This is an optimization exercise on Yosys and OpenROAD, whose aim is small area, a short achievable clock period and few clock cycles per item, not a production implementation. Function was checked by simulation only, so behaviour that the tests miss may differ from the original. Power figures rest on the tool's default switching activity, not on a simulated workload.

## design/flow/design.v

```verilog
module csr_regfile
#(
    parameter REG_DW = 32,
    parameter REG_AW = 4,
    parameter NUM_DATA_REGS = 8,
    parameter logic [NUM_DATA_REGS*2-1:0] DATA_REG_ACCESS = {NUM_DATA_REGS{2'b00}}
)
(
    input logic                 clk,
    input logic                 arst_n,
    input logic  [REG_DW-1:0]   reg_wdata,
    input logic  [REG_DW/8-1:0] reg_wstrb,
    input logic  [REG_AW-1:0]   reg_waddr,
    input logic                 reg_write,
    input logic  [REG_AW-1:0]   reg_raddr,
    input logic                 reg_read,
    output logic [REG_DW-1:0]   reg_rdata,
    output logic [1:0]          wr_violation,
    output logic [1:0]          rd_violation
);
    localparam NUM_CSR_REGS  = 4;
    localparam RW = 2'b00, RO = 2'b01, WO = 2'b10;
    localparam logic [NUM_CSR_REGS*2-1:0] CSR_REG_ACCESS = {2'b01, 2'b00, 2'b01, 2'b01};
    reg [REG_DW-1:0] data_registers [0:NUM_DATA_REGS-1];
    reg [REG_DW-1:0] csr_registers  [0:NUM_CSR_REGS-1];
    logic [2:0] wcsr_index, rcsr_index;
    assign wcsr_index = reg_waddr - NUM_DATA_REGS;
    assign rcsr_index = reg_raddr - NUM_DATA_REGS;
    always @(posedge clk or negedge arst_n) begin
        if (!arst_n) begin
            for (int i = 0; i < NUM_DATA_REGS; i = i + 1)
                data_registers[i] <= {REG_DW{1'b0}};
            for (int i = 0; i < NUM_CSR_REGS; i = i + 1)
                csr_registers[i] <= {REG_DW{1'b0}};
            reg_rdata     <= {REG_DW{1'b0}};
            wr_violation  <= 2'b00;
            rd_violation  <= 2'b00;
        end
        else begin
            wr_violation <= 2'b00;
            rd_violation <= 2'b00;
            if (reg_write)
            begin
                if (reg_waddr < NUM_DATA_REGS)
                begin
                    if ((DATA_REG_ACCESS[(reg_waddr)*2 +: 2] == RW) ||
                        (DATA_REG_ACCESS[(reg_waddr)*2 +: 2] == WO))
                    begin
                        for (int b = 0; b < REG_DW/8; b = b + 1)
                            if (reg_wstrb[b])
                                data_registers[reg_waddr][b*8 +: 8] <= reg_wdata[b*8 +: 8];
                    end
                    else
                        wr_violation <= 2'b01;
                end
                else if (reg_waddr < (NUM_DATA_REGS + NUM_CSR_REGS))
                begin
                    if ((CSR_REG_ACCESS[((NUM_CSR_REGS-1)-wcsr_index)*2 +: 2] == RW) ||
                        (CSR_REG_ACCESS[((NUM_CSR_REGS-1)-wcsr_index)*2 +: 2] == WO))
                    begin
                        for (int b = 0; b < REG_DW/8; b = b + 1)
                            if (reg_wstrb[b])
                                csr_registers[wcsr_index][b*8 +: 8] <= reg_wdata[b*8 +: 8];
                    end
                    else
                        wr_violation <= 2'b01;
                end
                else
                begin
                    wr_violation <= 2'b11;
                end
            end
            if (reg_read)
            begin
                if (reg_raddr < NUM_DATA_REGS)
                begin
                    if ((DATA_REG_ACCESS[(reg_raddr)*2 +: 2] == RO) ||
                        (DATA_REG_ACCESS[(reg_raddr)*2 +: 2] == RW))
                        reg_rdata <= data_registers[reg_raddr];
                    else
                        rd_violation <= 2'b10;
                end
                else if (reg_raddr < (NUM_DATA_REGS + NUM_CSR_REGS))
                begin
                    if (CSR_REG_ACCESS[((NUM_CSR_REGS-1)-rcsr_index)*2 +: 2] == WO)
                        rd_violation <= 2'b10;
                    else
                        reg_rdata <= csr_registers[rcsr_index];
                end
                else
                begin
                    rd_violation <= 2'b11;
                end
            end
        end
    end
endmodule
`timescale 1ns/1ns
module axi_top #(
    parameter DATA_W = 32,
    parameter STRB_W = 4,
    parameter ADDR_W = 4,
    parameter NUM_DATA_REGS = 8,
    parameter logic [NUM_DATA_REGS*2-1:0] DATA_REG_ACCESS = 16'hA500
) (
    input logic clk,
    input logic arst_n,
    input  logic [ADDR_W-1:0] awaddr,
    input  logic awvalid,
    output logic awready,
    input  logic [DATA_W-1:0] wdata,
    input  logic [STRB_W-1:0] wstrb,
    input  logic wvalid,
    output logic wready,
    output logic [1:0] bresp,
    output logic bvalid,
    input  logic bready,
    input  logic [ADDR_W-1:0] araddr,
    input  logic arvalid,
    output logic arready,
    output logic [DATA_W-1:0] rdata,
    output logic [1:0] rresp,
    output logic rvalid,
    input  logic rready
);
    typedef enum logic [1:0] { 
        IDLE=2'b00,
        READ=2'b01,
        RESP=2'b10
    } rd_st_t;
    logic [DATA_W-1:0] reg_rdata;
    logic [ADDR_W-1:0] reg_waddr, reg_raddr;
    logic reg_write, reg_read;
    rd_st_t rd_state;
    logic [DATA_W-1:0] wdata_no_strb;
    logic [STRB_W-1:0] reg_wstrb;
    logic aw_done, w_val;
    logic [1:0] wr_violation, rd_violation;
    logic       wr_issued;
    logic       reg_wr_done;
    logic       reg_rd_done;
    csr_regfile #(
        .REG_DW (DATA_W),
        .REG_AW (ADDR_W),
        .NUM_DATA_REGS (NUM_DATA_REGS),
        .DATA_REG_ACCESS(DATA_REG_ACCESS)
    ) u_regfile (
        .clk       (clk),
        .arst_n    (arst_n),
        .reg_wdata (wdata_no_strb),
        .reg_wstrb (reg_wstrb),
        .reg_waddr (reg_waddr),
        .reg_write (reg_write),
        .reg_raddr (reg_raddr),
        .reg_read  (reg_read),
        .reg_rdata (reg_rdata),
        .wr_violation (wr_violation),
        .rd_violation (rd_violation)
    );
    always_ff @(posedge clk or negedge arst_n) begin
        if (!arst_n) begin
            rd_state      <= IDLE;
            arready       <= 1'b1;
            rvalid        <= 'd0;
            rdata         <= 'd0;
            rresp         <= 'd0;
            awready       <= 1'b1;
            wready        <= 1'b1;
            bresp         <= 2'b00;
            bvalid        <= 1'b0;
            reg_waddr     <= 'd0;
            reg_raddr     <= 'd0;
            reg_write     <= 'd0;
            reg_read      <= 'd0;
            wdata_no_strb <= 'd0;
            reg_wstrb     <= 'd0;
            aw_done       <= 0;
            w_val         <= 0;
            wr_issued     <= 1'b0;
            reg_wr_done   <= 1'b0;
            reg_rd_done   <= 1'b0;
        end 
        else begin           
            if (awvalid && awready) begin
                reg_waddr <= awaddr;
                awready   <= 1'b0;
                aw_done   <= 1'b1;
            end
            if (wvalid && wready) begin
                wdata_no_strb <= wdata;
                reg_wstrb     <= wstrb;
                wready        <= 1'b0;
                w_val         <= 1'b1;
            end
            reg_write <= 1'b0;
            if (aw_done && w_val && !wr_issued) begin
                reg_write <= 1'b1;
                wr_issued <= 1'b1;
            end
            reg_wr_done <= reg_write;
            if (reg_wr_done) begin
                if (wr_violation == 2'b01 || wr_violation == 2'b11)
                    bresp <= 2'b10;  
                else
                    bresp <= 2'b00;  
                bvalid <= 1'b1;
            end
            if (bvalid && bready) begin
                bvalid    <= 1'b0;
                aw_done   <= 1'b0;
                w_val     <= 1'b0;
                wr_issued <= 1'b0;
                awready   <= 1'b1;
                wready    <= 1'b1;
            end
            case (rd_state)
                IDLE: begin
                    if (arvalid && arready) begin
                        reg_raddr <= araddr;
                        rvalid   <= 1'b0;
                        rresp    <= 2'b00;
                        rd_state <= READ;
                        reg_read <= 1'b1;
                        arready  <= 1'b0;
                    end
                end
                READ: begin
                    reg_read    <= 1'b0;
                    reg_rd_done <= reg_read;
                    if (reg_rd_done) begin
                        reg_rd_done <= 1'b0;
                        rvalid      <= 1'b1;
                        if (rd_violation == 2'b10 || rd_violation == 2'b11) begin
                            rresp <= 2'b10;  
                            rdata <= 'd0;
                        end
                        else begin
                            rresp <= 2'b00;
                            rdata <= reg_rdata;
                        end
                        rd_state <= RESP;
                    end
                end
                RESP: begin
                    if (rvalid && rready) begin
                        rvalid   <= 1'b0;
                        arready  <= 1'b1;
                        rd_state <= IDLE;
                    end
                end
                default: rd_state <= IDLE;
            endcase
        end
    end
endmodule
```

## design/flow/run.sh

```bash
#!/bin/bash
# synth_recipe.tcl (not shown) runs the flow's synth.tcl, then flattens the netlist and writes it again
# the make line also repeats each setting of config.mk as NAME=value (left out here)
make -C /OpenROAD-flow-scripts/flow DESIGN_CONFIG=/design/flow/config.mk WORK_HOME=/design/flow/orfs CLKGATE_MAP_FILE= SYNTH_SCRIPT=/design/flow/synth_recipe.tcl finish
```

## design/flow/config.mk

```make
export PLATFORM = sky130hd
export DESIGN_NAME = axi_top
export DESIGN_NICKNAME = axi_top
export VERILOG_FILES = /design/flow/design.v
export SDC_FILE = /design/flow/constraint.sdc
export NUM_CORES = 4
export LEC_CHECK = 0
export CAP_MARGIN = 20
export CORE_MARGIN = 2
export CORE_UTILIZATION = 40
export SLEW_MARGIN = 20
```

## design/flow/constraint.sdc

```tcl
create_clock -name core_clock -period 4.0 [get_ports {clk}]
set_input_delay 0.8000 -clock core_clock [delete_from_list [all_inputs] [get_ports {clk}]]
set_output_delay 0.8000 -clock core_clock [all_outputs]
set_load 0.01 [all_outputs]
```

==> impl_metrics.env <==
export IMPL_cp_cell_sequence="nor2b_1 -> nor4bb_1 -> nand2_1 -> mux2_2"
export IMPL_critPathMaxFanout=8
export IMPL_cp_startpoint="reg_waddr[2]"
export IMPL_dp_hpwl_mm=29.1
export IMPL_drc=0
export IMPL_cts_resized_gates=0
export IMPL_cp_start_kind="register"
export IMPL_vdd_ir_drop_max_v=0.000306
export IMPL_cts_setup_buffers=0
export IMPL_synth_top_area_cell="dfrtp_1"
export IMPL_reg2reg_from="reg_waddr[2]"
export IMPL_critical_path_top_delay_family="simple AND/OR/NAND/NOR gates"
export IMPL_routedWlPerCell_um=20.8
export IMPL_hp_class="input pin to asynchronous set/reset pin"
export IMPL_die_x_um=232
export IMPL_arrival_ns=3.04
export IMPL_end_kind="register"
export IMPL_nets=1589
export IMPL_drv_slew=0
export IMPL_ios=92
export IMPL_worst_slew_pin_slew_ns=0.989
export IMPL_path_clk_slew_ns=0.06
export IMPL_antenna_found_initial=0
export IMPL_drv_cap=0
export IMPL_period_minus_slack_ns=2.57
export IMPL_first_iter_violations=719
export IMPL_slowest_stage="nor4bb_1"
export IMPL_fmax_mhz=389
export IMPL_n_antenna_cell=0
export IMPL_start_util=0.405
export IMPL_finClkSkew_ns=0.0211
export IMPL_wl_mm=47.0
export IMPL_worst_slack_ns=1.43
export IMPL_slew_limit_headroom=0.338
export IMPL_grt_pass1_wl_mm=75.5
export IMPL_flow_area_growth_from_synthesis_pct=13.9
export IMPL_die_h_um=232
export IMPL_postRouteAntennaNets=0
export IMPL_setup_viol=0
export IMPL_h_tree_depth=2
export IMPL_dieArea_mm2=0.0537
export IMPL_clk_latency_ns=0.60
export IMPL_numClockSinks=510
export IMPL_dr_total_vias=11700
export IMPL_synth_area_leaders="dfrtp_1 (61%), mux2_2 (14%), mux4_2 (3.9%)"
export IMPL_final_cell_mix="dfrtp_1 (504), mux2_2 (255), nand2_1 (163)"
export IMPL_rsz0062_at_grt="false"
export IMPL_fin_crit_sh=0.642
export IMPL_fin_setup_tns_ns=0
export IMPL_cts_tree="done"
export IMPL_rows=83
export IMPL_syn_inst=1605
export IMPL_ys_types=38
export IMPL_detail_route_first_pass_iterations=5
export IMPL_grt_usage=0.183
export IMPL_hold_viol_final=0
export IMPL_outcome="complete, no violations"
export IMPL_first_global_vias=12600
export IMPL_postSynthAreaPerCell_um2=12.9
export IMPL_grt_remaining_overflow=0
export IMPL_ys_seq_area_frac=0.615
export IMPL_p_leak_uw=0.0110
export IMPL_drive_gt1_frac=0.268
export IMPL_io_buffers=89
export IMPL_slowest_delay_ns=0.73
export IMPL_synth_top_area_frac=0.611
export IMPL_path_class="register to register"
export IMPL_cp_num_buf_inv=0
export IMPL_cts_buffers=52
export IMPL_synth_seq_cells=510
export IMPL_ys_warn_count=4
export IMPL_p_per_area_mw_per_mm2=534
export IMPL_cts_root_buf="clkbuf_16"
export IMPL_cp_required_ns=4.47
export IMPL_grt_start_max_net_pins=105
export IMPL_clk_path_buf_depth=3
export IMPL_ctsHoldBuffers=0
export IMPL_post_place_ws_ns=1.34
export IMPL_place_congestion=0.737
export IMPL_netlist_area_mm2=0.0208
export IMPL_final_common_cell="dfrtp_1"
export IMPL_fillers=4587
export IMPL_core_area_mm2=0.0513
export IMPL_routed_via_density=5.18
power by group:
group / switching [uW] / internal [uW]
Combinational: 463 / 728
Clock: 2010 / 2880
Sequential: 709 / 5840
per-layer routing:
metal / wire (um) / track usage / vias up
li1: - / - / 5404
met1: 22400 / 0.266 / 6004
met2: 21200 / 0.279 / 244
met3: 2500 / 0.0389 / 65
met4: 896 / 0.0441 / 0
met5: 0 / 0 / -
cell usage after synthesis, drive strengths merged:
cell type and instances:
o22ai 8, nor3 11, buf 30, conb 1
o21ai 78, and3b 3, and2 4, mux2i 14
mux4 36, a22oi 5, nor2b 26, clkbuf 214
nor2 10, dfstp 3, a21oi 33, o211a 1
and3 3, nand3 1, nor4bb 3, o31a 20
a211oi 21, inv 19, mux2 287, a222oi 20
nor3b 2, a221oi 11, o211ai 28, a32o 7
dfrtp 507, nand2 168, nand2b 29, a2111oi 1
nand3b 1
worst reg2reg max path, cell delays in order (launching register included):
cell	delay, ns
dfrtp_1	0.48
nor2b_1	0.22
nor4bb_1	0.73
nand2_1	0.59
mux2_2	0.43
sequential cells by signal (all words and copies together) (netlist names), 2 cells and up:
name                      flops
u_regfile.csr_registers     128
rdata                        32
u_regfile.reg_rdata          32
reg_raddr                     4
reg_waddr                     4
reg_wstrb                     4
u_regfile.data_registers    256
rd_state                      2
wdata_no_strb                32
metrics by stage:
| step | instances | hold slack, ns | utilization | instance area, um^2 | power (uW) |
|---|---|---|---|---|---|
| floorplan | 1606 | 0.401 | - | 20800 | 7200 |
| global placement | 2164 | 0.360 | 0.427 | 21900 | 7760 |
| detailed placement | 2164 | 0.362 | 0.427 | 21900 | 7850 |
| CTS | 2260 | 0.303 | 0.461 | 23600 | 12800 |
| global route | 2260 | 0.343 | 0.461 | 23600 | 13300 |
| finish | 2260 | 0.291 | 0.461 | 23600 | 12600 |
path summary, 6_finish.rpt:
check                      depth (start not counted)  slack [ns]                         endpoint
setup / recovery                                   4        1.43  u_regfile.data_registers[0][25]
setup reg to reg                                   4        1.43  u_regfile.data_registers[0][25]
hold reg to reg                                    0        0.37    u_regfile.csr_registers[2][2]
max in group asynchronous                          2        2.72                        rdata[25]
min in group core_clock                            0        0.37    u_regfile.csr_registers[2][2]
hold / removal                                     1        0.29                        rdata[19]
final cells by class:
type	instances	area, um^2	share of cell area
tap	680	851	0.0360
clock inverter	14	133	0.00561
clock buffer	82	1610	0.0679
multi-input combinational	833	6990	0.295
timing repair buffer	122	1230	0.0521
sequential	510	12800	0.540
inverter	19	71.3	0.00302
kinds of logic (layout without fill, tap and decap cells):
logic type	Yosys count	count (layout)	share of synthesized area
flip-flops	510	510	0.615
multiplexers	337	337	0.201
buffers and inverters	263	237	0.0497
AND/OR/NAND/NOR	261	261	0.0580
AO/OA/AOI/OAI	233	233	0.0757
other	1	2	0.000181
Testbench counts, summed over its fixed seeds: cycles 19,172, items 4,800.

separate check: timing with driven ports:
In the flow no input, the clock included, has a driving cell. The finished layout below was timed again as built, in two steps.
Step 1 assumes that a clkbuf_16 drives the clock port and a buf_2 every other input.
Step 2 also shifts input and output timing later by t, the mid clock arrival at the registers, as if the neighbouring blocks saw the same clock.
Three values: no drivers, after step 1, after step 2; two values: the first two.
t (ns): 0.647
slack for setup (ns): 1.431 / 1.431 / 1.358
hold slack, ns: 0.291 / 0.280 / 0.371
clock arrival spread, ns: 0.024 / 0.024
After both steps this run still meets setup and hold. For this run, drivers alone change the setup slack by 0.000 ns; drivers and shift together by -0.073 ns.
